What follows belongs to an exercise in optimizing a design on an open flow for small area and few clock cycles; a production flow would make more cautious choices.
RTL that was checked went through simulation tests only; none was proved equivalent to the original.
The RTL of run 1 was laid out without a check of its function.

==> flow/design.v (outline; a module is shown in full before it is edited, if it fits) <==
// module axi4s_cordic: 828 lines
module axi4s_cordic #(
    parameter MODE = "ROT",       
    parameter integer DW = 12,
    parameter integer PAR = 1,
    parameter integer TDW = ((DW + 7) / 8) * 8
)(
    input  wire clk, resetn,
    input  wire signed [TDW*3*PAR - 1 : 0]  s_axis_tdata,
    input  wire                             s_axis_tlast,
    input  wire                             s_axis_tvalid,
    output wire                             s_axis_tready,
    output logic signed [TDW*3*PAR - 1 : 0] m_axis_tdata,
    output logic                            m_axis_tlast,
    output logic                            m_axis_tvalid,
    input  wire                             m_axis_tready
);
  // ...
==> flow/run.sh <==
#!/bin/bash
# synth_recipe.tcl (not shown) runs the flow's synth.tcl, then flattens the netlist and writes it again
# the make line also repeats each setting of config.mk as NAME=value (left out here)
make -C /OpenROAD-flow-scripts/flow DESIGN_CONFIG=/design/flow/config.mk WORK_HOME=/design/flow/orfs CLKGATE_MAP_FILE= SYNTH_SCRIPT=/design/flow/synth_recipe.tcl finish
==> flow/config.mk <==
export PLATFORM = sky130hd
export DESIGN_NAME = axi4s_cordic
export DESIGN_NICKNAME = axi4s_cordic
export VERILOG_FILES = /design/flow/design.v
export SDC_FILE = /design/flow/constraint.sdc
export NUM_CORES = 4
export LEC_CHECK = 0
export ABC_AREA = 1
export CAP_MARGIN = 20
export CORE_MARGIN = 2
export CORE_UTILIZATION = 40
export CTS_CLUSTER_DIAMETER = 80
export CTS_CLUSTER_SIZE = 40
export SLEW_MARGIN = 20
==> flow/constraint.sdc <==
create_clock -name core_clock -period 8.0 [get_ports {clk}]
set_input_delay 1.6000 -clock core_clock [delete_from_list [all_inputs] [get_ports {clk}]]
set_output_delay 1.6000 -clock core_clock [all_outputs]
set_load 0.01 [all_outputs]
==> flow_metrics.env, run 1 <==
export IMPL_netlist_cell_type_count=52
export IMPL_drv_slew=0
export IMPL_path_clk_slew_ns=0.08
export IMPL_cts_resized=0
export IMPL_ant_nets=0
export IMPL_ys_seq_area_share_pct=31.4
export IMPL_path_cells="inv_1 > a21oi_1 > fa_1 > fa_1 > fa_1 > fa_1 > fa_1 > fa_1 > fa_1 > fa_1 > fa_1 > xor2_1 > fa_1 > fa_1 > fa_1 > fa_1 > xor2_1 > nand2_1 > nor2_1 > nand2_1 > nor2_1 > nand3_1 > xor2_1"
export IMPL_cts_inserted_buffers=17
export IMPL_syn_area_per_cell_sq_um=10.7
export IMPL_overflow=0
export IMPL_holdBufCountCts=0
export IMPL_drive_gt1_share_pct=6.78
export IMPL_nonClkBufAreaFrac_pct=3.96
export IMPL_grt_max_degree=173
export IMPL_n_all_inverters=347
export IMPL_nFlopsAndLatches=207
export IMPL_wl_met3_um=672
export IMPL_synth_area_top_cells="edfxtp_1, fa_1, xor2_1, inv_1, xnor2_1"
export IMPL_grt_use_met2_pct=30.2
export IMPL_hp_start="l[2]$_DFFE_PP_"
export IMPL_grt_pass1_vias=12693
export IMPL_worstPathArrival_ns=7.89
export IMPL_finalSetupViolations=0
export IMPL_htreeDepth=1
export IMPL_routed_top_layer="met4"
export IMPL_run_status="no timing/DRC/antenna violations"
export IMPL_cp_end_kind="flip-flop"
export IMPL_drtIter0Drc=340
==> module axi4s_cordic, before the edit <==
module axi4s_cordic #(
    parameter MODE = "ROT",       
    parameter integer DW = 12,
    parameter integer PAR = 1,
    parameter integer TDW = ((DW + 7) / 8) * 8
)(
    input  wire clk, resetn,
    input  wire signed [TDW*3*PAR - 1 : 0]  s_axis_tdata,
    input  wire                             s_axis_tlast,
    input  wire                             s_axis_tvalid,
    output wire                             s_axis_tready,
    output logic signed [TDW*3*PAR - 1 : 0] m_axis_tdata,
    output logic                            m_axis_tlast,
    output logic                            m_axis_tvalid,
    input  wire                             m_axis_tready
);
    function automatic [12:0] step0(input [12:0] a, input [12:0] b, input sub);
        logic [12:0] bs;
        logic c, k, sb;
        begin
            bs = b;
            c = sub;
            for (int j = 0; j < 13; j++) begin
                bs[j] = b[j + 0] ^ sub;
                step0[j] = a[j] ^ bs[j] ^ c;
                c = (a[j] & bs[j]) | (c & (a[j] ^ bs[j]));
            end
        end
    endfunction
    function automatic [12:0] step1(input [12:0] a, input [12:0] b, input sub);
        logic [12:0] bs;
        logic c, k, sb;
        begin
            bs = b;
            c = sub;
            for (int j = 0; j < 13; j++) begin
                bs[j] = ((j + 1 < 13) ? b[j + 1] : b[12]) ^ sub;
                step1[j] = a[j] ^ bs[j] ^ c;
                c = (a[j] & bs[j]) | (c & (a[j] ^ bs[j]));
            end
        end
    endfunction
    function automatic [12:0] step2(input [12:0] a, input [12:0] b, input sub);
        logic [12:0] bs;
        logic c, k, sb;
        begin
            bs = b;
            c = sub;
            for (int j = 0; j < 11; j++) begin
                bs[j] = b[j + 2] ^ sub;
                step2[j] = a[j] ^ bs[j] ^ c;
                c = (a[j] & bs[j]) | (c & (a[j] ^ bs[j]));
            end
            sb = b[12] ^ sub;
            k = c ^ sb;
            for (int j = 11; j < 13; j++) begin
                step2[j] = a[j] ^ k;
                k = k & (a[j] ^ sb);
            end
        end
    endfunction
    function automatic [12:0] step3(input [12:0] a, input [12:0] b, input sub);
        logic [12:0] bs;
        logic c, k, sb;
        begin
            bs = b;
            c = sub;
            for (int j = 0; j < 13; j++) begin
                bs[j] = ((j + 3 < 13) ? b[j + 3] : b[12]) ^ sub;
                step3[j] = a[j] ^ bs[j] ^ c;
                c = (a[j] & bs[j]) | (c & (a[j] ^ bs[j]));
            end
        end
    endfunction
    function automatic [12:0] step4(input [12:0] a, input [12:0] b, input sub);
        logic [12:0] bs;
        logic c, k, sb;
        begin
            bs = b;
            c = sub;
            for (int j = 0; j < 9; j++) begin
                bs[j] = b[j + 4] ^ sub;
                step4[j] = a[j] ^ bs[j] ^ c;
                c = (a[j] & bs[j]) | (c & (a[j] ^ bs[j]));
            end
            sb = b[12] ^ sub;
            k = c ^ sb;
            for (int j = 9; j < 13; j++) begin
                step4[j] = a[j] ^ k;
                k = k & (a[j] ^ sb);
            end
        end
    endfunction
    function automatic [12:0] step5(input [12:0] a, input [12:0] b, input sub);
        logic [12:0] bs;
        logic c, k, sb;
        begin
            bs = b;
            c = sub;
            for (int j = 0; j < 13; j++) begin
                bs[j] = ((j + 5 < 13) ? b[j + 5] : b[12]) ^ sub;
                step5[j] = a[j] ^ bs[j] ^ c;
                c = (a[j] & bs[j]) | (c & (a[j] ^ bs[j]));
            end
        end
    endfunction
    function automatic [12:0] step6(input [12:0] a, input [12:0] b, input sub);
        logic [12:0] bs;
        logic c, k, sb;
        begin
            bs = b;
            c = sub;
            for (int j = 0; j < 7; j++) begin
                bs[j] = b[j + 6] ^ sub;
                step6[j] = a[j] ^ bs[j] ^ c;
                c = (a[j] & bs[j]) | (c & (a[j] ^ bs[j]));
            end
            sb = b[12] ^ sub;
            k = c ^ sb;
            for (int j = 7; j < 13; j++) begin
                step6[j] = a[j] ^ k;
                k = k & (a[j] ^ sb);
            end
        end
    endfunction
    function automatic [12:0] step7(input [12:0] a, input [12:0] b, input sub);
        logic [12:0] bs;
        logic c, k, sb;
        begin
            bs = b;
            c = sub;
            for (int j = 0; j < 6; j++) begin
                bs[j] = b[j + 7] ^ sub;
                step7[j] = a[j] ^ bs[j] ^ c;
                c = (a[j] & bs[j]) | (c & (a[j] ^ bs[j]));
            end
            sb = b[12] ^ sub;
            k = c ^ sb;
            for (int j = 6; j < 13; j++) begin
                step7[j] = a[j] ^ k;
                k = k & (a[j] ^ sb);
            end
        end
    endfunction
    function automatic [12:0] step8(input [12:0] a, input [12:0] b, input sub);
        logic [12:0] bs;
        logic c, k, sb;
        begin
            bs = b;
            c = sub;
            for (int j = 0; j < 5; j++) begin
                bs[j] = b[j + 8] ^ sub;
                step8[j] = a[j] ^ bs[j] ^ c;
                c = (a[j] & bs[j]) | (c & (a[j] ^ bs[j]));
            end
            sb = b[12] ^ sub;
            k = c ^ sb;
            for (int j = 5; j < 13; j++) begin
                step8[j] = a[j] ^ k;
                k = k & (a[j] ^ sb);
            end
        end
    endfunction
    function automatic [12:0] step9(input [12:0] a, input [12:0] b, input sub);
        logic [12:0] bs;
        logic c, k, sb;
        begin
            bs = b;
            c = sub;
            for (int j = 0; j < 4; j++) begin
                bs[j] = b[j + 9] ^ sub;
                step9[j] = a[j] ^ bs[j] ^ c;
                c = (a[j] & bs[j]) | (c & (a[j] ^ bs[j]));
            end
            sb = b[12] ^ sub;
            k = c ^ sb;
            for (int j = 4; j < 13; j++) begin
                step9[j] = a[j] ^ k;
                k = k & (a[j] ^ sb);
            end
        end
    endfunction
    function automatic [12:0] step10(input [12:0] a, input [12:0] b, input sub);
        logic [12:0] bs;
        logic c, k, sb;
        begin
            bs = b;
            c = sub;
            for (int j = 0; j < 3; j++) begin
                bs[j] = b[j + 10] ^ sub;
                step10[j] = a[j] ^ bs[j] ^ c;
                c = (a[j] & bs[j]) | (c & (a[j] ^ bs[j]));
            end
            sb = b[12] ^ sub;
            k = c ^ sb;
            for (int j = 3; j < 13; j++) begin
                step10[j] = a[j] ^ k;
                k = k & (a[j] ^ sb);
            end
        end
    endfunction
    function automatic [12:0] step11(input [12:0] a, input [12:0] b, input sub);
        logic [12:0] bs;
        logic c, k, sb;
        begin
            bs = b;
            c = sub;
            for (int j = 0; j < 2; j++) begin
                bs[j] = b[j + 11] ^ sub;
                step11[j] = a[j] ^ bs[j] ^ c;
                c = (a[j] & bs[j]) | (c & (a[j] ^ bs[j]));
            end
            sb = b[12] ^ sub;
            k = c ^ sb;
            for (int j = 2; j < 13; j++) begin
                step11[j] = a[j] ^ k;
                k = k & (a[j] ^ sb);
            end
        end
    endfunction
    logic [5:0] v;
    logic [5:0] l;
    wire en = ~v[5] | m_axis_tready;
    assign s_axis_tready = en;
    assign m_axis_tvalid = v[5];
    assign m_axis_tlast = l[5];
    always_ff @(posedge clk) begin
        if (!resetn) v <= '0;
        else if (en) v <= {v[4:0], s_axis_tvalid};
    end
    always_ff @(posedge clk) begin
        if (en) l <= {l[4:0], s_axis_tlast};
    end
    wire [11:0] x_in = s_axis_tdata[15:4];
    wire [11:0] y_in = s_axis_tdata[31:20];
    wire q_in = s_axis_tdata[47] ^ s_axis_tdata[46];   
    wire signed [12:0] x_q = q_in ? -{x_in[11], x_in} : {x_in[11], x_in};
    wire signed [12:0] y_q = q_in ? -{y_in[11], y_in} : {y_in[11], y_in};
    wire signed [11:0] ang_s0 = {s_axis_tdata[46:36], 1'b0};
    wire d0_c1 = (ang_s0 > 14'sd0);
    wire signed [12:0] x_1 = step0(x_q, y_q, d0_c1);
    wire signed [12:0] y_1 = step0(y_q, x_q, ~d0_c1);
    wire [11:0] kk2 = (d0_c1 ? 12'd3072 : 12'd1024);
    wire [11:0] as3;
    wire [12:0] ac4;
    assign ac4[0] = 1'b0;
    assign as3[0] = ang_s0[0] ^ kk2[0] ^ ac4[0];
    assign ac4[1] = (ang_s0[0] & kk2[0]) | (ac4[0] & (ang_s0[0] ^ kk2[0]));
    assign as3[1] = ang_s0[1] ^ kk2[1] ^ ac4[1];
    assign ac4[2] = (ang_s0[1] & kk2[1]) | (ac4[1] & (ang_s0[1] ^ kk2[1]));
    assign as3[2] = ang_s0[2] ^ kk2[2] ^ ac4[2];
    assign ac4[3] = (ang_s0[2] & kk2[2]) | (ac4[2] & (ang_s0[2] ^ kk2[2]));
    assign as3[3] = ang_s0[3] ^ kk2[3] ^ ac4[3];
    assign ac4[4] = (ang_s0[3] & kk2[3]) | (ac4[3] & (ang_s0[3] ^ kk2[3]));
    assign as3[4] = ang_s0[4] ^ kk2[4] ^ ac4[4];
    assign ac4[5] = (ang_s0[4] & kk2[4]) | (ac4[4] & (ang_s0[4] ^ kk2[4]));
    assign as3[5] = ang_s0[5] ^ kk2[5] ^ ac4[5];
    assign ac4[6] = (ang_s0[5] & kk2[5]) | (ac4[5] & (ang_s0[5] ^ kk2[5]));
    assign as3[6] = ang_s0[6] ^ kk2[6] ^ ac4[6];
    assign ac4[7] = (ang_s0[6] & kk2[6]) | (ac4[6] & (ang_s0[6] ^ kk2[6]));
    assign as3[7] = ang_s0[7] ^ kk2[7] ^ ac4[7];
    assign ac4[8] = (ang_s0[7] & kk2[7]) | (ac4[7] & (ang_s0[7] ^ kk2[7]));
    assign as3[8] = ang_s0[8] ^ kk2[8] ^ ac4[8];
    assign ac4[9] = (ang_s0[8] & kk2[8]) | (ac4[8] & (ang_s0[8] ^ kk2[8]));
    assign as3[9] = ang_s0[9] ^ kk2[9] ^ ac4[9];
    assign ac4[10] = (ang_s0[9] & kk2[9]) | (ac4[9] & (ang_s0[9] ^ kk2[9]));
    assign as3[10] = ang_s0[10] ^ kk2[10] ^ ac4[10];
    assign ac4[11] = (ang_s0[10] & kk2[10]) | (ac4[10] & (ang_s0[10] ^ kk2[10]));
    assign as3[11] = ang_s0[11] ^ kk2[11] ^ ac4[11];
    assign ac4[12] = (ang_s0[11] & kk2[11]) | (ac4[11] & (ang_s0[11] ^ kk2[11]));
    wire signed [11:0] ang5 = as3[11:0];
    wire dn6 = ang5 > 0;
    logic signed [12:0] x_r0;
    logic signed [12:0] y_r0;
    logic signed [11:0] ang_r0;
    logic signed [0:0] d_r0;
    always_ff @(posedge clk) begin
        if (en) begin
            x_r0 <= x_1;
            y_r0 <= y_1;
            ang_r0 <= ang5;
            d_r0 <= dn6;
        end
    end
    wire signed [12:0] x_2 = step1(x_r0, y_r0, d_r0);
    wire signed [12:0] y_2 = step1(y_r0, x_r0, ~d_r0);
    wire d2_c7 = (d_r0 ? (ang_r0 > 14'sd605) : (ang_r0 > -14'sd605));
    wire signed [12:0] x_3 = step2(x_2, y_2, d2_c7);
    wire signed [12:0] y_3 = step2(y_2, x_2, ~d2_c7);
    wire [11:0] kk8 = (d_r0 ? (d2_c7 ? 12'd3172 : 12'd3810) : (d2_c7 ? 12'd286 : 12'd924));
    wire [11:0] as9;
    wire [12:0] ac10;
    assign ac10[0] = 1'b0;
    assign as9[0] = ang_r0[0] ^ kk8[0] ^ ac10[0];
    assign ac10[1] = (ang_r0[0] & kk8[0]) | (ac10[0] & (ang_r0[0] ^ kk8[0]));
    assign as9[1] = ang_r0[1] ^ kk8[1] ^ ac10[1];
    assign ac10[2] = (ang_r0[1] & kk8[1]) | (ac10[1] & (ang_r0[1] ^ kk8[1]));
    assign as9[2] = ang_r0[2] ^ kk8[2] ^ ac10[2];
    assign ac10[3] = (ang_r0[2] & kk8[2]) | (ac10[2] & (ang_r0[2] ^ kk8[2]));
    assign as9[3] = ang_r0[3] ^ kk8[3] ^ ac10[3];
    assign ac10[4] = (ang_r0[3] & kk8[3]) | (ac10[3] & (ang_r0[3] ^ kk8[3]));
    assign as9[4] = ang_r0[4] ^ kk8[4] ^ ac10[4];
    assign ac10[5] = (ang_r0[4] & kk8[4]) | (ac10[4] & (ang_r0[4] ^ kk8[4]));
    assign as9[5] = ang_r0[5] ^ kk8[5] ^ ac10[5];
    assign ac10[6] = (ang_r0[5] & kk8[5]) | (ac10[5] & (ang_r0[5] ^ kk8[5]));
    assign as9[6] = ang_r0[6] ^ kk8[6] ^ ac10[6];
    assign ac10[7] = (ang_r0[6] & kk8[6]) | (ac10[6] & (ang_r0[6] ^ kk8[6]));
    assign as9[7] = ang_r0[7] ^ kk8[7] ^ ac10[7];
    assign ac10[8] = (ang_r0[7] & kk8[7]) | (ac10[7] & (ang_r0[7] ^ kk8[7]));
    assign as9[8] = ang_r0[8] ^ kk8[8] ^ ac10[8];
    assign ac10[9] = (ang_r0[8] & kk8[8]) | (ac10[8] & (ang_r0[8] ^ kk8[8]));
    assign as9[9] = ang_r0[9] ^ kk8[9] ^ ac10[9];
    assign ac10[10] = (ang_r0[9] & kk8[9]) | (ac10[9] & (ang_r0[9] ^ kk8[9]));
    assign as9[10] = ang_r0[10] ^ kk8[10] ^ ac10[10];
    assign ac10[11] = (ang_r0[10] & kk8[10]) | (ac10[10] & (ang_r0[10] ^ kk8[10]));
    assign as9[11] = ang_r0[11] ^ kk8[11] ^ ac10[11];
    assign ac10[12] = (ang_r0[11] & kk8[11]) | (ac10[11] & (ang_r0[11] ^ kk8[11]));
    wire signed [9:0] ang11 = as9[9:0];
    wire dn12 = ang11 > 0;
    logic signed [12:0] x_r1;
    logic signed [12:0] y_r1;
    logic signed [9:0] ang_r1;
    logic signed [0:0] d_r1;
    always_ff @(posedge clk) begin
        if (en) begin
            x_r1 <= x_3;
            y_r1 <= y_3;
            ang_r1 <= ang11;
            d_r1 <= dn12;
        end
    end
    wire signed [12:0] x_4 = step3(x_r1, y_r1, d_r1);
    wire signed [12:0] y_4 = step3(y_r1, x_r1, ~d_r1);
    wire d4_c13 = (d_r1 ? (ang_r1 > 14'sd162) : (ang_r1 > -14'sd162));
    wire signed [12:0] x_5 = step4(x_4, y_4, d4_c13);
    wire signed [12:0] y_5 = step4(y_4, x_4, ~d4_c13);
    wire [9:0] kk14 = (d_r1 ? (d4_c13 ? 10'd781 : 10'd943) : (d4_c13 ? 10'd81 : 10'd243));
    wire [9:0] as15;
    wire [10:0] ac16;
    assign ac16[0] = 1'b0;
    assign as15[0] = ang_r1[0] ^ kk14[0] ^ ac16[0];
    assign ac16[1] = (ang_r1[0] & kk14[0]) | (ac16[0] & (ang_r1[0] ^ kk14[0]));
    assign as15[1] = ang_r1[1] ^ kk14[1] ^ ac16[1];
    assign ac16[2] = (ang_r1[1] & kk14[1]) | (ac16[1] & (ang_r1[1] ^ kk14[1]));
    assign as15[2] = ang_r1[2] ^ kk14[2] ^ ac16[2];
    assign ac16[3] = (ang_r1[2] & kk14[2]) | (ac16[2] & (ang_r1[2] ^ kk14[2]));
    assign as15[3] = ang_r1[3] ^ kk14[3] ^ ac16[3];
    assign ac16[4] = (ang_r1[3] & kk14[3]) | (ac16[3] & (ang_r1[3] ^ kk14[3]));
    assign as15[4] = ang_r1[4] ^ kk14[4] ^ ac16[4];
    assign ac16[5] = (ang_r1[4] & kk14[4]) | (ac16[4] & (ang_r1[4] ^ kk14[4]));
    assign as15[5] = ang_r1[5] ^ kk14[5] ^ ac16[5];
    assign ac16[6] = (ang_r1[5] & kk14[5]) | (ac16[5] & (ang_r1[5] ^ kk14[5]));
    assign as15[6] = ang_r1[6] ^ kk14[6] ^ ac16[6];
    assign ac16[7] = (ang_r1[6] & kk14[6]) | (ac16[6] & (ang_r1[6] ^ kk14[6]));
    assign as15[7] = ang_r1[7] ^ kk14[7] ^ ac16[7];
    assign ac16[8] = (ang_r1[7] & kk14[7]) | (ac16[7] & (ang_r1[7] ^ kk14[7]));
    assign as15[8] = ang_r1[8] ^ kk14[8] ^ ac16[8];
    assign ac16[9] = (ang_r1[8] & kk14[8]) | (ac16[8] & (ang_r1[8] ^ kk14[8]));
    assign as15[9] = ang_r1[9] ^ kk14[9] ^ ac16[9];
    assign ac16[10] = (ang_r1[9] & kk14[9]) | (ac16[9] & (ang_r1[9] ^ kk14[9]));
    wire signed [7:0] ang17 = as15[7:0];
    wire dn18 = ang17 > 0;
    logic signed [12:0] x_r2;
    logic signed [12:0] y_r2;
    logic signed [7:0] ang_r2;
    logic signed [0:0] d_r2;
    always_ff @(posedge clk) begin
        if (en) begin
            x_r2 <= x_5;
            y_r2 <= y_5;
            ang_r2 <= ang17;
            d_r2 <= dn18;
        end
    end
    wire signed [12:0] x_6 = step5(x_r2, y_r2, d_r2);
    wire signed [12:0] y_6 = step5(y_r2, x_r2, ~d_r2);
    wire d6_c19 = (d_r2 ? (ang_r2 > 14'sd41) : (ang_r2 > -14'sd41));
    wire signed [12:0] x_7 = step6(x_6, y_6, d6_c19);
    wire signed [12:0] y_7 = step6(y_6, x_6, ~d6_c19);
    wire [7:0] kk20 = (d_r2 ? (d6_c19 ? 8'd195 : 8'd235) : (d6_c19 ? 8'd21 : 8'd61));
    wire [7:0] as21;
    wire [8:0] ac22;
    assign ac22[0] = 1'b0;
    assign as21[0] = ang_r2[0] ^ kk20[0] ^ ac22[0];
    assign ac22[1] = (ang_r2[0] & kk20[0]) | (ac22[0] & (ang_r2[0] ^ kk20[0]));
    assign as21[1] = ang_r2[1] ^ kk20[1] ^ ac22[1];
    assign ac22[2] = (ang_r2[1] & kk20[1]) | (ac22[1] & (ang_r2[1] ^ kk20[1]));
    assign as21[2] = ang_r2[2] ^ kk20[2] ^ ac22[2];
    assign ac22[3] = (ang_r2[2] & kk20[2]) | (ac22[2] & (ang_r2[2] ^ kk20[2]));
    assign as21[3] = ang_r2[3] ^ kk20[3] ^ ac22[3];
    assign ac22[4] = (ang_r2[3] & kk20[3]) | (ac22[3] & (ang_r2[3] ^ kk20[3]));
    assign as21[4] = ang_r2[4] ^ kk20[4] ^ ac22[4];
    assign ac22[5] = (ang_r2[4] & kk20[4]) | (ac22[4] & (ang_r2[4] ^ kk20[4]));
    assign as21[5] = ang_r2[5] ^ kk20[5] ^ ac22[5];
    assign ac22[6] = (ang_r2[5] & kk20[5]) | (ac22[5] & (ang_r2[5] ^ kk20[5]));
    assign as21[6] = ang_r2[6] ^ kk20[6] ^ ac22[6];
    assign ac22[7] = (ang_r2[6] & kk20[6]) | (ac22[6] & (ang_r2[6] ^ kk20[6]));
    assign as21[7] = ang_r2[7] ^ kk20[7] ^ ac22[7];
    assign ac22[8] = (ang_r2[7] & kk20[7]) | (ac22[7] & (ang_r2[7] ^ kk20[7]));
    wire signed [5:0] ang23 = as21[5:0];
    wire dn24 = ang23 > 0;
    logic signed [12:0] x_r3;
    logic signed [12:0] y_r3;
    logic signed [5:0] ang_r3;
    logic signed [0:0] d_r3;
    always_ff @(posedge clk) begin
        if (en) begin
            x_r3 <= x_7;
            y_r3 <= y_7;
            ang_r3 <= ang23;
            d_r3 <= dn24;
        end
    end
    wire signed [12:0] x_8 = step7(x_r3, y_r3, d_r3);
    wire signed [12:0] y_8 = step7(y_r3, x_r3, ~d_r3);
    wire d8_c25 = (d_r3 ? (ang_r3 > 14'sd10) : (ang_r3 > -14'sd10));
    wire signed [12:0] x_9 = step8(x_8, y_8, d8_c25);
    wire signed [12:0] y_9 = step8(y_8, x_8, ~d8_c25);
    wire [5:0] kk26 = (d_r3 ? (d8_c25 ? 6'd49 : 6'd59) : (d8_c25 ? 6'd5 : 6'd15));
    wire [5:0] as27;
    wire [6:0] ac28;
    assign ac28[0] = 1'b0;
    assign as27[0] = ang_r3[0] ^ kk26[0] ^ ac28[0];
    assign ac28[1] = (ang_r3[0] & kk26[0]) | (ac28[0] & (ang_r3[0] ^ kk26[0]));
    assign as27[1] = ang_r3[1] ^ kk26[1] ^ ac28[1];
    assign ac28[2] = (ang_r3[1] & kk26[1]) | (ac28[1] & (ang_r3[1] ^ kk26[1]));
    assign as27[2] = ang_r3[2] ^ kk26[2] ^ ac28[2];
    assign ac28[3] = (ang_r3[2] & kk26[2]) | (ac28[2] & (ang_r3[2] ^ kk26[2]));
    assign as27[3] = ang_r3[3] ^ kk26[3] ^ ac28[3];
    assign ac28[4] = (ang_r3[3] & kk26[3]) | (ac28[3] & (ang_r3[3] ^ kk26[3]));
    assign as27[4] = ang_r3[4] ^ kk26[4] ^ ac28[4];
    assign ac28[5] = (ang_r3[4] & kk26[4]) | (ac28[4] & (ang_r3[4] ^ kk26[4]));
    assign as27[5] = ang_r3[5] ^ kk26[5] ^ ac28[5];
    assign ac28[6] = (ang_r3[5] & kk26[5]) | (ac28[5] & (ang_r3[5] ^ kk26[5]));
    wire signed [3:0] ang29 = as27[3:0];
    wire dn30 = ang29 > 0;
    logic signed [12:0] x_r4;
    logic signed [12:0] y_r4;
    logic signed [3:0] ang_r4;
    logic signed [0:0] d_r4;
    always_ff @(posedge clk) begin
        if (en) begin
            x_r4 <= x_9;
            y_r4 <= y_9;
            ang_r4 <= ang29;
            d_r4 <= dn30;
        end
    end
    wire signed [12:0] x_10 = step9(x_r4, y_r4, d_r4);
    wire signed [12:0] y_10 = step9(y_r4, x_r4, ~d_r4);
    wire d10_c31 = (d_r4 ? (ang_r4 > 14'sd3) : (ang_r4 > -14'sd3));
    wire signed [12:0] x_11 = step10(x_10, y_10, d10_c31);
    wire signed [12:0] y_11 = step10(y_10, x_10, ~d10_c31);
    wire d11_c32 = (d_r4 ? (d10_c31 ? (ang_r4 > 14'sd4) : (ang_r4 > 14'sd2)) : (d10_c31 ? (ang_r4 > -14'sd2) : (ang_r4 > -14'sd4)));
    wire signed [12:0] x_12 = step11(x_11, y_11, d11_c32);
    wire signed [12:0] y_12 = step11(y_11, x_11, ~d11_c32);
    logic signed [12:0] x_r5;
    logic signed [12:0] y_r5;
    always_ff @(posedge clk) begin
        if (en) begin
            x_r5 <= x_12;
            y_r5 <= y_12;
        end
    end
    wire [11:0] x_g;
    wire [12:0] x_v = x_r5;
    wire x_g_t1 = ~x_v[0] ^ ~x_v[3] ^ 1'b1;
    wire x_g_t2 = (~x_v[0] & ~x_v[3]) | (1'b1 & (~x_v[0] ^ ~x_v[3]));
    wire x_g_t3 = ~x_v[0] ^ ~x_v[3] ^ ~x_v[6];
    wire x_g_t4 = (~x_v[0] & ~x_v[3]) | (~x_v[6] & (~x_v[0] ^ ~x_v[3]));
    wire x_g_t5 = ~x_v[1] ^ ~x_v[4] ^ ~x_v[7];
    wire x_g_t6 = (~x_v[1] & ~x_v[4]) | (~x_v[7] & (~x_v[1] ^ ~x_v[4]));
    wire x_g_t7 = ~x_v[2] ^ ~x_v[5] ^ ~x_v[8];
    wire x_g_t8 = (~x_v[2] & ~x_v[5]) | (~x_v[8] & (~x_v[2] ^ ~x_v[5]));
    wire x_g_t9 = x_v[0] ^ ~x_v[3] ^ ~x_v[6];
    wire x_g_t10 = (x_v[0] & ~x_v[3]) | (~x_v[6] & (x_v[0] ^ ~x_v[3]));
    wire x_g_t11 = x_v[1] ^ ~x_v[4] ^ ~x_v[7];
    wire x_g_t12 = (x_v[1] & ~x_v[4]) | (~x_v[7] & (x_v[1] ^ ~x_v[4]));
    wire x_g_t13 = x_v[0] ^ x_v[2] ^ ~x_v[5];
    wire x_g_t14 = (x_v[0] & x_v[2]) | (~x_v[5] & (x_v[0] ^ x_v[2]));
    wire x_g_t15 = x_v[1] ^ x_v[3] ^ ~x_v[6];
    wire x_g_t16 = (x_v[1] & x_v[3]) | (~x_v[6] & (x_v[1] ^ x_v[3]));
    wire x_g_t17 = ~x_v[9] ^ x_v[12] ^ 1'b1;
    wire x_g_t18 = (~x_v[9] & x_v[12]) | (1'b1 & (~x_v[9] ^ x_v[12]));
    wire x_g_t19 = x_v[2] ^ x_v[4] ^ ~x_v[7];
    wire x_g_t20 = (x_v[2] & x_v[4]) | (~x_v[7] & (x_v[2] ^ x_v[4]));
    wire x_g_t21 = x_v[3] ^ x_v[5] ^ ~x_v[8];
    wire x_g_t22 = (x_v[3] & x_v[5]) | (~x_v[8] & (x_v[3] ^ x_v[5]));
    wire x_g_t23 = x_v[4] ^ x_v[6] ^ ~x_v[9];
    wire x_g_t24 = (x_v[4] & x_v[6]) | (~x_v[9] & (x_v[4] ^ x_v[6]));
    wire x_g_t25 = x_v[5] ^ x_v[7] ^ ~x_v[10];
    wire x_g_t26 = (x_v[5] & x_v[7]) | (~x_v[10] & (x_v[5] ^ x_v[7]));
    wire x_g_t27 = x_v[6] ^ x_v[8] ^ ~x_v[11];
    wire x_g_t28 = (x_v[6] & x_v[8]) | (~x_v[11] & (x_v[6] ^ x_v[8]));
    wire x_g_t29 = x_v[7] ^ x_v[9] ^ x_v[12];
    wire x_g_t30 = (x_v[7] & x_v[9]) | (x_v[12] & (x_v[7] ^ x_v[9]));
    wire x_g_t31 = x_v[8] ^ x_v[10] ^ 1'b1;
    wire x_g_t32 = (x_v[8] & x_v[10]) | (1'b1 & (x_v[8] ^ x_v[10]));
    wire x_g_t33 = x_v[9] ^ x_v[11] ^ 1'b1;
    wire x_g_t34 = (x_v[9] & x_v[11]) | (1'b1 & (x_v[9] ^ x_v[11]));
    wire x_g_t35 = x_g_t2 ^ ~x_v[1] ^ ~x_v[4];
    wire x_g_t36 = (x_g_t2 & ~x_v[1]) | (~x_v[4] & (x_g_t2 ^ ~x_v[1]));
    wire x_g_t37 = x_g_t8 ^ x_g_t9 ^ ~x_v[9];
    wire x_g_t38 = (x_g_t8 & x_g_t9) | (~x_v[9] & (x_g_t8 ^ x_g_t9));
    wire x_g_t39 = x_g_t10 ^ x_g_t11 ^ ~x_v[10];
    wire x_g_t40 = (x_g_t10 & x_g_t11) | (~x_v[10] & (x_g_t10 ^ x_g_t11));
    wire x_g_t41 = x_g_t12 ^ x_g_t13 ^ ~x_v[8];
    wire x_g_t42 = (x_g_t12 & x_g_t13) | (~x_v[8] & (x_g_t12 ^ x_g_t13));
    wire x_g_t43 = x_g_t14 ^ x_g_t15 ^ x_g_t17;
    wire x_g_t44 = (x_g_t14 & x_g_t15) | (x_g_t17 & (x_g_t14 ^ x_g_t15));
    wire x_g_t45 = x_g_t16 ^ x_g_t18 ^ x_g_t19;
    wire x_g_t46 = (x_g_t16 & x_g_t18) | (x_g_t19 & (x_g_t16 ^ x_g_t18));
    wire x_g_t47 = x_g_t20 ^ x_g_t21 ^ ~x_v[11];
    wire x_g_t48 = (x_g_t20 & x_g_t21) | (~x_v[11] & (x_g_t20 ^ x_g_t21));
    wire x_g_t49 = x_g_t22 ^ x_g_t23 ^ x_v[12];
    wire x_g_t50 = (x_g_t22 & x_g_t23) | (x_v[12] & (x_g_t22 ^ x_g_t23));
    wire x_g_t51 = x_g_t24 ^ x_g_t25 ^ 1'b1;
    wire x_g_t52 = (x_g_t24 & x_g_t25) | (1'b1 & (x_g_t24 ^ x_g_t25));
    wire x_g_t53 = x_g_t26 ^ x_g_t27 ^ 1'b1;
    wire x_g_t54 = (x_g_t26 & x_g_t27) | (1'b1 & (x_g_t26 ^ x_g_t27));
    wire x_g_t55 = x_g_t34 ^ x_v[10] ^ ~x_v[12];
    wire x_g_t56 = (x_g_t34 & x_v[10]) | (~x_v[12] & (x_g_t34 ^ x_v[10]));
    wire x_g_t57 = x_g_t36 ^ ~x_v[2] ^ ~x_v[5];
    wire x_g_t58 = (x_g_t36 & ~x_v[2]) | (~x_v[5] & (x_g_t36 ^ ~x_v[2]));
    wire x_g_t59 = x_g_t40 ^ x_g_t41 ^ ~x_v[11];
    wire x_g_t60 = (x_g_t40 & x_g_t41) | (~x_v[11] & (x_g_t40 ^ x_g_t41));
    wire x_g_t61 = x_g_t44 ^ x_g_t45 ^ ~x_v[10];
    wire x_g_t62 = (x_g_t44 & x_g_t45) | (~x_v[10] & (x_g_t44 ^ x_g_t45));
    wire x_g_t63 = x_g_t46 ^ x_g_t47 ^ 1'b1;
    wire x_g_t64 = (x_g_t46 & x_g_t47) | (1'b1 & (x_g_t46 ^ x_g_t47));
    wire x_g_t65 = x_g_t54 ^ x_g_t28 ^ x_g_t29;
    wire x_g_t66 = (x_g_t54 & x_g_t28) | (x_g_t29 & (x_g_t54 ^ x_g_t28));
    wire x_g_t67 = x_g_t56 ^ x_v[11] ^ 1'b1;
    wire x_g_t68 = (x_g_t56 & x_v[11]) | (1'b1 & (x_g_t56 ^ x_v[11]));
    wire x_g_t69 = x_g_t58 ^ x_g_t3 ^ 1'b1;
    wire x_g_t70 = (x_g_t58 & x_g_t3) | (1'b1 & (x_g_t58 ^ x_g_t3));
    wire x_g_t71 = x_g_t60 ^ x_g_t42 ^ x_g_t43;
    wire x_g_t72 = (x_g_t60 & x_g_t42) | (x_g_t43 & (x_g_t60 ^ x_g_t42));
    wire x_g_t73 = x_g_t64 ^ x_g_t48 ^ x_g_t49;
    wire x_g_t74 = (x_g_t64 & x_g_t48) | (x_g_t49 & (x_g_t64 ^ x_g_t48));
    wire x_g_t75 = x_g_t66 ^ x_g_t30 ^ x_g_t31;
    wire x_g_t76 = (x_g_t66 & x_g_t30) | (x_g_t31 & (x_g_t66 ^ x_g_t30));
    wire x_g_t77 = x_g_t70 ^ x_g_t4 ^ x_g_t5;
    wire x_g_t78 = (x_g_t70 & x_g_t4) | (x_g_t5 & (x_g_t70 ^ x_g_t4));
    wire x_g_t79 = x_g_t72 ^ x_g_t61 ^ 1'b1;
    wire x_g_t80 = (x_g_t72 & x_g_t61) | (1'b1 & (x_g_t72 ^ x_g_t61));
    wire x_g_t81 = x_g_t74 ^ x_g_t50 ^ x_g_t51;
    wire x_g_t82 = (x_g_t74 & x_g_t50) | (x_g_t51 & (x_g_t74 ^ x_g_t50));
    wire x_g_t83 = x_g_t76 ^ x_g_t32 ^ x_g_t33;
    wire x_g_t84 = (x_g_t76 & x_g_t32) | (x_g_t33 & (x_g_t76 ^ x_g_t32));
    wire x_g_t85 = x_g_t78 ^ x_g_t6 ^ x_g_t7;
    wire x_g_t86 = (x_g_t78 & x_g_t6) | (x_g_t7 & (x_g_t78 ^ x_g_t6));
    wire x_g_t87 = x_g_t80 ^ x_g_t62 ^ x_g_t63;
    wire x_g_t88 = (x_g_t80 & x_g_t62) | (x_g_t63 & (x_g_t80 ^ x_g_t62));
    wire x_g_t89 = x_g_t82 ^ x_g_t52 ^ x_g_t53;
    wire x_g_t90 = (x_g_t82 & x_g_t52) | (x_g_t53 & (x_g_t82 ^ x_g_t52));
    wire [23:0] x_g_a = {x_g_t68, x_g_t67, x_g_t84, x_g_t83, x_g_t75, x_g_t90, x_g_t89, x_g_t81, x_g_t88, x_g_t87, x_g_t79, x_g_t71, x_g_t59, x_g_t38, x_g_t86, x_g_t85, x_g_t77, x_g_t69, x_g_t57, x_g_t35, x_g_t1, ~x_v[2], ~x_v[1], ~x_v[0]};
    wire [23:0] x_g_b = {~x_v[12], 1'b0, x_g_t55, 1'b0, 1'b0, x_g_t65, 1'b0, 1'b0, x_g_t73, 1'b0, 1'b0, 1'b0, 1'b0, x_g_t39, x_g_t37, 1'b0, 1'b0, 1'b0, 1'b0, 1'b0, 1'b0, 1'b0, 1'b0, 1'b1};
    wire [23:0] x_g_g = x_g_a & x_g_b;
    wire [23:0] x_g_q = x_g_a ^ x_g_b;
    wire x_g_t91 = x_g_g[1] | (x_g_q[1] & x_g_g[0]);
    wire x_g_t92 = x_g_q[1] & x_g_q[0];
    wire x_g_t93 = x_g_g[3] | (x_g_q[3] & x_g_g[2]);
    wire x_g_t94 = x_g_q[3] & x_g_q[2];
    wire x_g_t95 = x_g_g[5] | (x_g_q[5] & x_g_g[4]);
    wire x_g_t96 = x_g_q[5] & x_g_q[4];
    wire x_g_t97 = x_g_g[7] | (x_g_q[7] & x_g_g[6]);
    wire x_g_t98 = x_g_q[7] & x_g_q[6];
    wire x_g_t99 = x_g_g[9] | (x_g_q[9] & x_g_g[8]);
    wire x_g_t100 = x_g_q[9] & x_g_q[8];
    wire x_g_t101 = x_g_g[11] | (x_g_q[11] & x_g_g[10]);
    wire x_g_t102 = x_g_q[11] & x_g_q[10];
    wire x_g_t103 = x_g_g[13] | (x_g_q[13] & x_g_g[12]);
    wire x_g_t104 = x_g_q[13] & x_g_q[12];
    wire x_g_t105 = x_g_g[15] | (x_g_q[15] & x_g_g[14]);
    wire x_g_t106 = x_g_q[15] & x_g_q[14];
    wire x_g_t107 = x_g_g[17] | (x_g_q[17] & x_g_g[16]);
    wire x_g_t108 = x_g_q[17] & x_g_q[16];
    wire x_g_t109 = x_g_g[19] | (x_g_q[19] & x_g_g[18]);
    wire x_g_t110 = x_g_q[19] & x_g_q[18];
    wire x_g_t111 = x_g_g[21] | (x_g_q[21] & x_g_g[20]);
    wire x_g_t112 = x_g_q[21] & x_g_q[20];
    wire x_g_t113 = x_g_g[23] | (x_g_q[23] & x_g_g[22]);
    wire x_g_t114 = x_g_q[23] & x_g_q[22];
    wire x_g_t115 = x_g_t93 | (x_g_t94 & x_g_t91);
    wire x_g_t116 = x_g_t94 & x_g_t92;
    wire x_g_t117 = x_g_t97 | (x_g_t98 & x_g_t95);
    wire x_g_t118 = x_g_t98 & x_g_t96;
    wire x_g_t119 = x_g_t101 | (x_g_t102 & x_g_t99);
    wire x_g_t120 = x_g_t102 & x_g_t100;
    wire x_g_t121 = x_g_t105 | (x_g_t106 & x_g_t103);
    wire x_g_t122 = x_g_t106 & x_g_t104;
    wire x_g_t123 = x_g_t109 | (x_g_t110 & x_g_t107);
    wire x_g_t124 = x_g_t110 & x_g_t108;
    wire x_g_t125 = x_g_t113 | (x_g_t114 & x_g_t111);
    wire x_g_t126 = x_g_t114 & x_g_t112;
    wire x_g_t127 = x_g_t117 | (x_g_t118 & x_g_t115);
    wire x_g_t128 = x_g_t118 & x_g_t116;
    wire x_g_t129 = x_g_t121 | (x_g_t122 & x_g_t119);
    wire x_g_t130 = x_g_t122 & x_g_t120;
    wire x_g_t131 = x_g_t125 | (x_g_t126 & x_g_t123);
    wire x_g_t132 = x_g_t126 & x_g_t124;
    wire x_g_t133 = x_g_t129 | (x_g_t130 & x_g_t127);
    wire x_g_t134 = x_g_t130 & x_g_t128;
    wire x_g_t135 = x_g_t131 | (x_g_t132 & x_g_t133);
    wire x_g_t136 = x_g_t132 & x_g_t134;
    wire x_g_t137 = x_g_t119 | (x_g_t120 & x_g_t127);
    wire x_g_t138 = x_g_t120 & x_g_t128;
    wire x_g_t139 = x_g_t123 | (x_g_t124 & x_g_t133);
    wire x_g_t140 = x_g_t124 & x_g_t134;
    wire x_g_t141 = x_g_t95 | (x_g_t96 & x_g_t115);
    wire x_g_t142 = x_g_t96 & x_g_t116;
    wire x_g_t143 = x_g_t99 | (x_g_t100 & x_g_t127);
    wire x_g_t144 = x_g_t100 & x_g_t128;
    wire x_g_t145 = x_g_t103 | (x_g_t104 & x_g_t137);
    wire x_g_t146 = x_g_t104 & x_g_t138;
    wire x_g_t147 = x_g_t107 | (x_g_t108 & x_g_t133);
    wire x_g_t148 = x_g_t108 & x_g_t134;
    wire x_g_t149 = x_g_t111 | (x_g_t112 & x_g_t139);
    wire x_g_t150 = x_g_t112 & x_g_t140;
    wire x_g_t151 = x_g_g[2] | (x_g_q[2] & x_g_t91);
    wire x_g_t152 = x_g_q[2] & x_g_t92;
    wire x_g_t153 = x_g_g[4] | (x_g_q[4] & x_g_t115);
    wire x_g_t154 = x_g_q[4] & x_g_t116;
    wire x_g_t155 = x_g_g[6] | (x_g_q[6] & x_g_t141);
    wire x_g_t156 = x_g_q[6] & x_g_t142;
    wire x_g_t157 = x_g_g[8] | (x_g_q[8] & x_g_t127);
    wire x_g_t158 = x_g_q[8] & x_g_t128;
    wire x_g_t159 = x_g_g[10] | (x_g_q[10] & x_g_t143);
    wire x_g_t160 = x_g_q[10] & x_g_t144;
    wire x_g_t161 = x_g_g[12] | (x_g_q[12] & x_g_t137);
    wire x_g_t162 = x_g_q[12] & x_g_t138;
    wire x_g_t163 = x_g_g[14] | (x_g_q[14] & x_g_t145);
    wire x_g_t164 = x_g_q[14] & x_g_t146;
    wire x_g_t165 = x_g_g[16] | (x_g_q[16] & x_g_t133);
    wire x_g_t166 = x_g_q[16] & x_g_t134;
    wire x_g_t167 = x_g_g[18] | (x_g_q[18] & x_g_t147);
    wire x_g_t168 = x_g_q[18] & x_g_t148;
    wire x_g_t169 = x_g_g[20] | (x_g_q[20] & x_g_t139);
    wire x_g_t170 = x_g_q[20] & x_g_t140;
    wire x_g_t171 = x_g_g[22] | (x_g_q[22] & x_g_t149);
    wire x_g_t172 = x_g_q[22] & x_g_t150;
    wire [23:0] x_g_cc = {x_g_t171, x_g_t149, x_g_t169, x_g_t139, x_g_t167, x_g_t147, x_g_t165, x_g_t133, x_g_t163, x_g_t145, x_g_t161, x_g_t137, x_g_t159, x_g_t143, x_g_t157, x_g_t127, x_g_t155, x_g_t141, x_g_t153, x_g_t115, x_g_t151, x_g_t91, x_g_g[0], 1'b0};
    wire [23:0] x_g_s = x_g_q ^ x_g_cc;
    assign x_g = x_g_s[23:12];
    wire [11:0] y_g;
    wire [12:0] y_v = y_r5;
    wire y_g_t1 = ~y_v[0] ^ ~y_v[3] ^ 1'b1;
    wire y_g_t2 = (~y_v[0] & ~y_v[3]) | (1'b1 & (~y_v[0] ^ ~y_v[3]));
    wire y_g_t3 = ~y_v[0] ^ ~y_v[3] ^ ~y_v[6];
    wire y_g_t4 = (~y_v[0] & ~y_v[3]) | (~y_v[6] & (~y_v[0] ^ ~y_v[3]));
    wire y_g_t5 = ~y_v[1] ^ ~y_v[4] ^ ~y_v[7];
    wire y_g_t6 = (~y_v[1] & ~y_v[4]) | (~y_v[7] & (~y_v[1] ^ ~y_v[4]));
    wire y_g_t7 = ~y_v[2] ^ ~y_v[5] ^ ~y_v[8];
    wire y_g_t8 = (~y_v[2] & ~y_v[5]) | (~y_v[8] & (~y_v[2] ^ ~y_v[5]));
    wire y_g_t9 = y_v[0] ^ ~y_v[3] ^ ~y_v[6];
    wire y_g_t10 = (y_v[0] & ~y_v[3]) | (~y_v[6] & (y_v[0] ^ ~y_v[3]));
    wire y_g_t11 = y_v[1] ^ ~y_v[4] ^ ~y_v[7];
    wire y_g_t12 = (y_v[1] & ~y_v[4]) | (~y_v[7] & (y_v[1] ^ ~y_v[4]));
    wire y_g_t13 = y_v[0] ^ y_v[2] ^ ~y_v[5];
    wire y_g_t14 = (y_v[0] & y_v[2]) | (~y_v[5] & (y_v[0] ^ y_v[2]));
    wire y_g_t15 = y_v[1] ^ y_v[3] ^ ~y_v[6];
    wire y_g_t16 = (y_v[1] & y_v[3]) | (~y_v[6] & (y_v[1] ^ y_v[3]));
    wire y_g_t17 = ~y_v[9] ^ y_v[12] ^ 1'b1;
    wire y_g_t18 = (~y_v[9] & y_v[12]) | (1'b1 & (~y_v[9] ^ y_v[12]));
    wire y_g_t19 = y_v[2] ^ y_v[4] ^ ~y_v[7];
    wire y_g_t20 = (y_v[2] & y_v[4]) | (~y_v[7] & (y_v[2] ^ y_v[4]));
    wire y_g_t21 = y_v[3] ^ y_v[5] ^ ~y_v[8];
    wire y_g_t22 = (y_v[3] & y_v[5]) | (~y_v[8] & (y_v[3] ^ y_v[5]));
    wire y_g_t23 = y_v[4] ^ y_v[6] ^ ~y_v[9];
    wire y_g_t24 = (y_v[4] & y_v[6]) | (~y_v[9] & (y_v[4] ^ y_v[6]));
    wire y_g_t25 = y_v[5] ^ y_v[7] ^ ~y_v[10];
    wire y_g_t26 = (y_v[5] & y_v[7]) | (~y_v[10] & (y_v[5] ^ y_v[7]));
    wire y_g_t27 = y_v[6] ^ y_v[8] ^ ~y_v[11];
    wire y_g_t28 = (y_v[6] & y_v[8]) | (~y_v[11] & (y_v[6] ^ y_v[8]));
    wire y_g_t29 = y_v[7] ^ y_v[9] ^ y_v[12];
    wire y_g_t30 = (y_v[7] & y_v[9]) | (y_v[12] & (y_v[7] ^ y_v[9]));
    wire y_g_t31 = y_v[8] ^ y_v[10] ^ 1'b1;
    wire y_g_t32 = (y_v[8] & y_v[10]) | (1'b1 & (y_v[8] ^ y_v[10]));
    wire y_g_t33 = y_v[9] ^ y_v[11] ^ 1'b1;
    wire y_g_t34 = (y_v[9] & y_v[11]) | (1'b1 & (y_v[9] ^ y_v[11]));
    wire y_g_t35 = y_g_t2 ^ ~y_v[1] ^ ~y_v[4];
    wire y_g_t36 = (y_g_t2 & ~y_v[1]) | (~y_v[4] & (y_g_t2 ^ ~y_v[1]));
    wire y_g_t37 = y_g_t8 ^ y_g_t9 ^ ~y_v[9];
    wire y_g_t38 = (y_g_t8 & y_g_t9) | (~y_v[9] & (y_g_t8 ^ y_g_t9));
    wire y_g_t39 = y_g_t10 ^ y_g_t11 ^ ~y_v[10];
    wire y_g_t40 = (y_g_t10 & y_g_t11) | (~y_v[10] & (y_g_t10 ^ y_g_t11));
    wire y_g_t41 = y_g_t12 ^ y_g_t13 ^ ~y_v[8];
    wire y_g_t42 = (y_g_t12 & y_g_t13) | (~y_v[8] & (y_g_t12 ^ y_g_t13));
    wire y_g_t43 = y_g_t14 ^ y_g_t15 ^ y_g_t17;
    wire y_g_t44 = (y_g_t14 & y_g_t15) | (y_g_t17 & (y_g_t14 ^ y_g_t15));
    wire y_g_t45 = y_g_t16 ^ y_g_t18 ^ y_g_t19;
    wire y_g_t46 = (y_g_t16 & y_g_t18) | (y_g_t19 & (y_g_t16 ^ y_g_t18));
    wire y_g_t47 = y_g_t20 ^ y_g_t21 ^ ~y_v[11];
    wire y_g_t48 = (y_g_t20 & y_g_t21) | (~y_v[11] & (y_g_t20 ^ y_g_t21));
    wire y_g_t49 = y_g_t22 ^ y_g_t23 ^ y_v[12];
    wire y_g_t50 = (y_g_t22 & y_g_t23) | (y_v[12] & (y_g_t22 ^ y_g_t23));
    wire y_g_t51 = y_g_t24 ^ y_g_t25 ^ 1'b1;
    wire y_g_t52 = (y_g_t24 & y_g_t25) | (1'b1 & (y_g_t24 ^ y_g_t25));
    wire y_g_t53 = y_g_t26 ^ y_g_t27 ^ 1'b1;
    wire y_g_t54 = (y_g_t26 & y_g_t27) | (1'b1 & (y_g_t26 ^ y_g_t27));
    wire y_g_t55 = y_g_t34 ^ y_v[10] ^ ~y_v[12];
    wire y_g_t56 = (y_g_t34 & y_v[10]) | (~y_v[12] & (y_g_t34 ^ y_v[10]));
    wire y_g_t57 = y_g_t36 ^ ~y_v[2] ^ ~y_v[5];
    wire y_g_t58 = (y_g_t36 & ~y_v[2]) | (~y_v[5] & (y_g_t36 ^ ~y_v[2]));
    wire y_g_t59 = y_g_t40 ^ y_g_t41 ^ ~y_v[11];
    wire y_g_t60 = (y_g_t40 & y_g_t41) | (~y_v[11] & (y_g_t40 ^ y_g_t41));
    wire y_g_t61 = y_g_t44 ^ y_g_t45 ^ ~y_v[10];
    wire y_g_t62 = (y_g_t44 & y_g_t45) | (~y_v[10] & (y_g_t44 ^ y_g_t45));
    wire y_g_t63 = y_g_t46 ^ y_g_t47 ^ 1'b1;
    wire y_g_t64 = (y_g_t46 & y_g_t47) | (1'b1 & (y_g_t46 ^ y_g_t47));
    wire y_g_t65 = y_g_t54 ^ y_g_t28 ^ y_g_t29;
    wire y_g_t66 = (y_g_t54 & y_g_t28) | (y_g_t29 & (y_g_t54 ^ y_g_t28));
    wire y_g_t67 = y_g_t56 ^ y_v[11] ^ 1'b1;
    wire y_g_t68 = (y_g_t56 & y_v[11]) | (1'b1 & (y_g_t56 ^ y_v[11]));
    wire y_g_t69 = y_g_t58 ^ y_g_t3 ^ 1'b1;
    wire y_g_t70 = (y_g_t58 & y_g_t3) | (1'b1 & (y_g_t58 ^ y_g_t3));
    wire y_g_t71 = y_g_t60 ^ y_g_t42 ^ y_g_t43;
    wire y_g_t72 = (y_g_t60 & y_g_t42) | (y_g_t43 & (y_g_t60 ^ y_g_t42));
    wire y_g_t73 = y_g_t64 ^ y_g_t48 ^ y_g_t49;
    wire y_g_t74 = (y_g_t64 & y_g_t48) | (y_g_t49 & (y_g_t64 ^ y_g_t48));
    wire y_g_t75 = y_g_t66 ^ y_g_t30 ^ y_g_t31;
    wire y_g_t76 = (y_g_t66 & y_g_t30) | (y_g_t31 & (y_g_t66 ^ y_g_t30));
    wire y_g_t77 = y_g_t70 ^ y_g_t4 ^ y_g_t5;
    wire y_g_t78 = (y_g_t70 & y_g_t4) | (y_g_t5 & (y_g_t70 ^ y_g_t4));
    wire y_g_t79 = y_g_t72 ^ y_g_t61 ^ 1'b1;
    wire y_g_t80 = (y_g_t72 & y_g_t61) | (1'b1 & (y_g_t72 ^ y_g_t61));
    wire y_g_t81 = y_g_t74 ^ y_g_t50 ^ y_g_t51;
    wire y_g_t82 = (y_g_t74 & y_g_t50) | (y_g_t51 & (y_g_t74 ^ y_g_t50));
    wire y_g_t83 = y_g_t76 ^ y_g_t32 ^ y_g_t33;
    wire y_g_t84 = (y_g_t76 & y_g_t32) | (y_g_t33 & (y_g_t76 ^ y_g_t32));
    wire y_g_t85 = y_g_t78 ^ y_g_t6 ^ y_g_t7;
    wire y_g_t86 = (y_g_t78 & y_g_t6) | (y_g_t7 & (y_g_t78 ^ y_g_t6));
    wire y_g_t87 = y_g_t80 ^ y_g_t62 ^ y_g_t63;
    wire y_g_t88 = (y_g_t80 & y_g_t62) | (y_g_t63 & (y_g_t80 ^ y_g_t62));
    wire y_g_t89 = y_g_t82 ^ y_g_t52 ^ y_g_t53;
    wire y_g_t90 = (y_g_t82 & y_g_t52) | (y_g_t53 & (y_g_t82 ^ y_g_t52));
    wire [23:0] y_g_a = {y_g_t68, y_g_t67, y_g_t84, y_g_t83, y_g_t75, y_g_t90, y_g_t89, y_g_t81, y_g_t88, y_g_t87, y_g_t79, y_g_t71, y_g_t59, y_g_t38, y_g_t86, y_g_t85, y_g_t77, y_g_t69, y_g_t57, y_g_t35, y_g_t1, ~y_v[2], ~y_v[1], ~y_v[0]};
    wire [23:0] y_g_b = {~y_v[12], 1'b0, y_g_t55, 1'b0, 1'b0, y_g_t65, 1'b0, 1'b0, y_g_t73, 1'b0, 1'b0, 1'b0, 1'b0, y_g_t39, y_g_t37, 1'b0, 1'b0, 1'b0, 1'b0, 1'b0, 1'b0, 1'b0, 1'b0, 1'b1};
    wire [23:0] y_g_g = y_g_a & y_g_b;
    wire [23:0] y_g_q = y_g_a ^ y_g_b;
    wire y_g_t91 = y_g_g[1] | (y_g_q[1] & y_g_g[0]);
    wire y_g_t92 = y_g_q[1] & y_g_q[0];
    wire y_g_t93 = y_g_g[3] | (y_g_q[3] & y_g_g[2]);
    wire y_g_t94 = y_g_q[3] & y_g_q[2];
    wire y_g_t95 = y_g_g[5] | (y_g_q[5] & y_g_g[4]);
    wire y_g_t96 = y_g_q[5] & y_g_q[4];
    wire y_g_t97 = y_g_g[7] | (y_g_q[7] & y_g_g[6]);
    wire y_g_t98 = y_g_q[7] & y_g_q[6];
    wire y_g_t99 = y_g_g[9] | (y_g_q[9] & y_g_g[8]);
    wire y_g_t100 = y_g_q[9] & y_g_q[8];
    wire y_g_t101 = y_g_g[11] | (y_g_q[11] & y_g_g[10]);
    wire y_g_t102 = y_g_q[11] & y_g_q[10];
    wire y_g_t103 = y_g_g[13] | (y_g_q[13] & y_g_g[12]);
    wire y_g_t104 = y_g_q[13] & y_g_q[12];
    wire y_g_t105 = y_g_g[15] | (y_g_q[15] & y_g_g[14]);
    wire y_g_t106 = y_g_q[15] & y_g_q[14];
    wire y_g_t107 = y_g_g[17] | (y_g_q[17] & y_g_g[16]);
    wire y_g_t108 = y_g_q[17] & y_g_q[16];
    wire y_g_t109 = y_g_g[19] | (y_g_q[19] & y_g_g[18]);
    wire y_g_t110 = y_g_q[19] & y_g_q[18];
    wire y_g_t111 = y_g_g[21] | (y_g_q[21] & y_g_g[20]);
    wire y_g_t112 = y_g_q[21] & y_g_q[20];
    wire y_g_t113 = y_g_g[23] | (y_g_q[23] & y_g_g[22]);
    wire y_g_t114 = y_g_q[23] & y_g_q[22];
    wire y_g_t115 = y_g_t93 | (y_g_t94 & y_g_t91);
    wire y_g_t116 = y_g_t94 & y_g_t92;
    wire y_g_t117 = y_g_t97 | (y_g_t98 & y_g_t95);
    wire y_g_t118 = y_g_t98 & y_g_t96;
    wire y_g_t119 = y_g_t101 | (y_g_t102 & y_g_t99);
    wire y_g_t120 = y_g_t102 & y_g_t100;
    wire y_g_t121 = y_g_t105 | (y_g_t106 & y_g_t103);
    wire y_g_t122 = y_g_t106 & y_g_t104;
    wire y_g_t123 = y_g_t109 | (y_g_t110 & y_g_t107);
    wire y_g_t124 = y_g_t110 & y_g_t108;
    wire y_g_t125 = y_g_t113 | (y_g_t114 & y_g_t111);
    wire y_g_t126 = y_g_t114 & y_g_t112;
    wire y_g_t127 = y_g_t117 | (y_g_t118 & y_g_t115);
    wire y_g_t128 = y_g_t118 & y_g_t116;
    wire y_g_t129 = y_g_t121 | (y_g_t122 & y_g_t119);
    wire y_g_t130 = y_g_t122 & y_g_t120;
    wire y_g_t131 = y_g_t125 | (y_g_t126 & y_g_t123);
    wire y_g_t132 = y_g_t126 & y_g_t124;
    wire y_g_t133 = y_g_t129 | (y_g_t130 & y_g_t127);
    wire y_g_t134 = y_g_t130 & y_g_t128;
    wire y_g_t135 = y_g_t131 | (y_g_t132 & y_g_t133);
    wire y_g_t136 = y_g_t132 & y_g_t134;
    wire y_g_t137 = y_g_t119 | (y_g_t120 & y_g_t127);
    wire y_g_t138 = y_g_t120 & y_g_t128;
    wire y_g_t139 = y_g_t123 | (y_g_t124 & y_g_t133);
    wire y_g_t140 = y_g_t124 & y_g_t134;
    wire y_g_t141 = y_g_t95 | (y_g_t96 & y_g_t115);
    wire y_g_t142 = y_g_t96 & y_g_t116;
    wire y_g_t143 = y_g_t99 | (y_g_t100 & y_g_t127);
    wire y_g_t144 = y_g_t100 & y_g_t128;
    wire y_g_t145 = y_g_t103 | (y_g_t104 & y_g_t137);
    wire y_g_t146 = y_g_t104 & y_g_t138;
    wire y_g_t147 = y_g_t107 | (y_g_t108 & y_g_t133);
    wire y_g_t148 = y_g_t108 & y_g_t134;
    wire y_g_t149 = y_g_t111 | (y_g_t112 & y_g_t139);
    wire y_g_t150 = y_g_t112 & y_g_t140;
    wire y_g_t151 = y_g_g[2] | (y_g_q[2] & y_g_t91);
    wire y_g_t152 = y_g_q[2] & y_g_t92;
    wire y_g_t153 = y_g_g[4] | (y_g_q[4] & y_g_t115);
    wire y_g_t154 = y_g_q[4] & y_g_t116;
    wire y_g_t155 = y_g_g[6] | (y_g_q[6] & y_g_t141);
    wire y_g_t156 = y_g_q[6] & y_g_t142;
    wire y_g_t157 = y_g_g[8] | (y_g_q[8] & y_g_t127);
    wire y_g_t158 = y_g_q[8] & y_g_t128;
    wire y_g_t159 = y_g_g[10] | (y_g_q[10] & y_g_t143);
    wire y_g_t160 = y_g_q[10] & y_g_t144;
    wire y_g_t161 = y_g_g[12] | (y_g_q[12] & y_g_t137);
    wire y_g_t162 = y_g_q[12] & y_g_t138;
    wire y_g_t163 = y_g_g[14] | (y_g_q[14] & y_g_t145);
    wire y_g_t164 = y_g_q[14] & y_g_t146;
    wire y_g_t165 = y_g_g[16] | (y_g_q[16] & y_g_t133);
    wire y_g_t166 = y_g_q[16] & y_g_t134;
    wire y_g_t167 = y_g_g[18] | (y_g_q[18] & y_g_t147);
    wire y_g_t168 = y_g_q[18] & y_g_t148;
    wire y_g_t169 = y_g_g[20] | (y_g_q[20] & y_g_t139);
    wire y_g_t170 = y_g_q[20] & y_g_t140;
    wire y_g_t171 = y_g_g[22] | (y_g_q[22] & y_g_t149);
    wire y_g_t172 = y_g_q[22] & y_g_t150;
    wire [23:0] y_g_cc = {y_g_t171, y_g_t149, y_g_t169, y_g_t139, y_g_t167, y_g_t147, y_g_t165, y_g_t133, y_g_t163, y_g_t145, y_g_t161, y_g_t137, y_g_t159, y_g_t143, y_g_t157, y_g_t127, y_g_t155, y_g_t141, y_g_t153, y_g_t115, y_g_t151, y_g_t91, y_g_g[0], 1'b0};
    wire [23:0] y_g_s = y_g_q ^ y_g_cc;
    assign y_g = y_g_s[23:12];
    assign m_axis_tdata = {12'd0, 4'd0, y_g, 4'd0, x_g, 4'd0};
endmodule
==> run 2, diff against run 1 <==
--- a/flow/design.v
+++ b/flow/design.v
@@ -133,4 +133,4 @@
             c = sub;
-            for (int j = 0; j < 6; j++) begin
-                bs[j] = b[j + 7] ^ sub;
+            for (int j = 0; j < 13; j++) begin
+                bs[j] = ((j + 7 < 13) ? b[j + 7] : b[12]) ^ sub;
                 step7[j] = a[j] ^ bs[j] ^ c;
@@ -138,8 +138,2 @@
             end
-            sb = b[12] ^ sub;
-            k = c ^ sb;
-            for (int j = 6; j < 13; j++) begin
-                step7[j] = a[j] ^ k;
-                k = k & (a[j] ^ sb);
-            end
         end
==> run 2 against run 1 <==
Still clean. Hold slack better by 0.011 ns. Via count down 2.1%. Flip-flop and latch count is the same. Final area fell by 0.23%. Die area is 0.72% lower. Core utilization increased by 0.64 points. Sequential share of layout area rose by 0.066 points.
==> flow_metrics.env, run 2 <==
export IMPL_cts_sinks=207
export IMPL_syn_area_sq_mm=0.0194
export IMPL_diodes=0
export IMPL_synth_common_cells="inv_1, fa_1, xor2_1"
export IMPL_finClkSkew_ns=0.0346
export IMPL_htreeDepth=1
export IMPL_drt_total_wl_mm=33.1
export IMPL_coreArea_sq_mm=0.0478
export IMPL_final_net_count=2249
export IMPL_nFillCells=4416
export IMPL_slew_headroom_pct=34.6
export IMPL_synthAdderAreaFrac_pct=30.7
export IMPL_wl_per_cell_um=13.2
export IMPL_worstPathArrival_ns=7.91
export IMPL_tightestPinTransition_ns=0.981
export IMPL_grt_pass1_vias=12435
export IMPL_fin_tns_setup_ns=0
export IMPL_worst_r2r_path_depth=21
export IMPL_setup_worst_path_class="reg2reg"
export IMPL_clock_path_buffers=3
export IMPL_hold_class="reg2reg"
export IMPL_hp_start="l[0]$_DFFE_PP_"
export IMPL_crit_path_max_incr_delay_ns=0.50
export IMPL_holdBufCountCts=0
export IMPL_drv_cap=0
export IMPL_die_h_um=224
export IMPL_cp_buffers_inverters=0
export IMPL_grt_max_degree=80
export IMPL_die_area_sq_mm=0.0504
export IMPL_critPathTopFamily="adder cells"
export IMPL_whs_endpoint="l[1]$_DFFE_PP_"
export IMPL_synth_edf_count=201
export IMPL_async_flop_share_pct=0
export IMPL_grt_usage_pct=13.8
export IMPL_synthMuxAreaShare_pct=0.283
export IMPL_first_pass_iters=4
export IMPL_yosysWarnings=1
export IMPL_netlist_cell_type_count=51
export IMPL_drt_vias_per_instance=4.62
export IMPL_cp_slowest_cell="fa_1"
export IMPL_num_rows=80
export IMPL_cp_end_kind="flip-flop"
export IMPL_reg2reg_from="d_r2$_DFFE_PP_"
export IMPL_drv_slew=0
export IMPL_io_pins=104
export IMPL_path_cells="xor2_1 > fa_1 > fa_1 > fa_1 > fa_1 > fa_1 > fa_1 > fa_1 > fa_1 > fa_1 > xor2_1 > fa_1 > fa_1 > fa_1 > fa_1 > xnor2_1 > nor3_2 > nand2_1 > nor2_1 > nand3_1 > xor2_1"
export IMPL_synth_compound_area_share_pct=2.81
export IMPL_synthSimpleGateAreaFrac_pct=10.7
export IMPL_finalSetupViolations=0
export IMPL_grt_pass1_wl_mm=56.8
export IMPL_cts_inserted_buffers=17
export IMPL_path_clk_slew_ns=0.09
export IMPL_synth_ff_type="edfxtp_1"
export IMPL_fmax_mhz=130
export IMPL_die_x_um=224
export IMPL_hold_viol_final=0
export IMPL_cp_required_ns=8.24
export IMPL_overflow=0
export IMPL_grt_setup_unrepaired="yes"
export IMPL_num_vias=11572
export IMPL_ys_seq_area_share_pct=31.7
export IMPL_min_period_ns=7.67
export IMPL_drtIter0Drc=308
export IMPL_cts_tree="yes"
export IMPL_cp_start_kind="flip-flop"
export IMPL_route_detailed_drc=0
export IMPL_hold_depth=0
export IMPL_path_max_fanout=4
export IMPL_clkLatencyLatePin_ns=0.52
export IMPL_final_common_cell="inv_1"
export IMPL_drive_gt1_share_pct=7.31
export IMPL_synthCells=1783
export IMPL_gp_congestion=0.818
export IMPL_syn2layout_area_growth_pct=10.8
export IMPL_synth_top_family_by_area="adder cells"
export IMPL_yosysMostFrequentCell="inv_1"
export IMPL_reg2reg_to="y_r3[12]$_DFFE_PP_"
export IMPL_synth_top_area_share_pct=31.0
export IMPL_start_util_pct=40.6
export IMPL_yosys_area_top_type="edfxtp_1"
export IMPL_r2r_setup_slack_ns=0.33
export IMPL_period_share_pct=95.9
export IMPL_synth_area_top_cells="edfxtp_1, fa_1, xor2_1, inv_1, xnor2_1"
export IMPL_layout_common_cells="inv_1, fa_1, xor2_1"
export IMPL_antenna_found_initial=0
export IMPL_root_buffer="clkbuf_16"
export IMPL_synth_xor_area_share_pct=15.9
export IMPL_dp_hpwl_mm=28.2
export IMPL_ant_nets=0
export IMPL_synth_seq_cells=207
export IMPL_cpMostUsedCell="fa_1"
export IMPL_io_buffers=67
export IMPL_run_status="no timing/DRC/antenna violations"
export IMPL_syn_area_per_cell_sq_um=10.9
[run 2: cell types whose count changed after synthesis, moves of 5 or more]
| cell | previous run | this run |
|---|---|---|
| nand2_1 | 204 | 177 |
| fa_1 | 256 | 268 |
| xor2_1 | 258 | 246 |
| xnor2_1 | 115 | 106 |
| o21ai_1 | 10 | 3 |
| nor2_1 | 72 | 78 |
| inv_1 | 337 | 332 |
| inv_2 | 10 | 5 |
| nand3_2 | 7 | 2 |
[run 2: worst max-delay path by stage]
stage                         end  cells after the start  slack (ns)             start
2_1_floorplan  x_r0[12]$_DFFE_PP_                     18        0.08  s_axis_tdata[43]
3_3_place_gp   x_r0[12]$_DFFE_PP_                     17       -0.09  s_axis_tdata[43]
3_5_place_dp   x_r0[12]$_DFFE_PP_                     17       -0.13  s_axis_tdata[43]
4_1_cts        y_r3[12]$_DFFE_PP_                     21        0.27    d_r2$_DFFE_PP_
5_1_grt        x_r3[12]$_DFFE_PP_                     28       -0.06    d_r2$_DFFE_PP_
6_report       y_r3[12]$_DFFE_PP_                     21        0.33    d_r2$_DFFE_PP_
[run 2: layout make-up]
type                       count  area (sq um)  share of cell area, %
clock inverter                10           151                  0.703
multi-input combinational   1216         11800                   54.9
inverter                     337          1270                   5.91
sequential                   207          6160                   28.6
tap                          615           769                   3.57
clock buffer                  19           433                   2.01
timing repair buffer         100           922                   4.28
[run 2: what timing repair did]
item,4_1_cts,5_1_grt
endpoints found under the setup margin,0,3
gates resized for setup,0,2
buffers inserted,0,3
[run 2: kinds of logic (layout without fill, tap and decap cells)]
logic type      Yosys count  count (layout)
compound gates           89              89
xor+xnor                352             352
flops                   207             207
other cells               1              24
buf+inv                 383             466
simple gates            429             429
fa+ha+maj               317             317
mux                       5               5
[run 2: stage by stage]
| step | cell area, sq um | util [%] | hold slack (ns) | std cells | setup slack, ns |
|---|---|---|---|---|---|
| 6_report | 21500 | 45.0 | 0.428 | 2504 | 0.331 |
| 2_1_floorplan | 19500 | - | 0.400 | 1806 | 0.0803 |
| 3_5_place_dp | 20900 | 43.7 | 0.407 | 2472 | -0.132 |
| 4_1_cts | 21500 | 44.9 | 0.431 | 2501 | 0.265 |
| 5_1_grt | 21500 | 45.0 | 0.439 | 2504 | -0.0617 |
| 3_3_place_gp | 20900 | 43.7 | 0.403 | 2472 | -0.0920 |
[run 2: routing by layer]
metal / track usage (%) / up-vias / routed length, um
met2: 29.0 / 109 / 19500
met1: 13.7 / 5712 / 11900
met3: 1.53 / 53 / 730
met4: 4.79 / 0 / 1010
li1: - / 5698 / -
met5: 0 / - / 0
Testbench counts of run 2, summed over its fixed seeds: cycles 12,048.

==> afterwards: timing with drivers on the ports <==
The flow's constraints put no driver on any port. The routed layouts listed below were extracted and timed again, unchanged, in two steps.
Step 1 assumes that a clkbuf_16 drives the clock port and a buf_2 every other input.
Step 2, shift: input delay + t, output delay - t, t = (earliest + latest rising clock arrival at the registers) / 2. This alone moves slack from input paths to output paths.
Slacks: ideal / step 1 / step 2; pairs: ideal / step 1.
run | t, ns | setup WS [ns] | worst setup path at the end | worst slew at a driven data input, ns | cell pins on the clock port's net
run 1 | 0.557 | 0.360 / 0.360 / 0.082 | input to register | 0.04 | 1
run 2 | 0.562 | 0.331 / 0.331 / -0.104 | input to register | 0.03 | 1
With both steps, setup timing fails in run 2, where it was met with ideal ports. For run 2, which loses most, drivers alone change the setup slack by 0.000 ns; drivers and shift together by -0.435 ns.
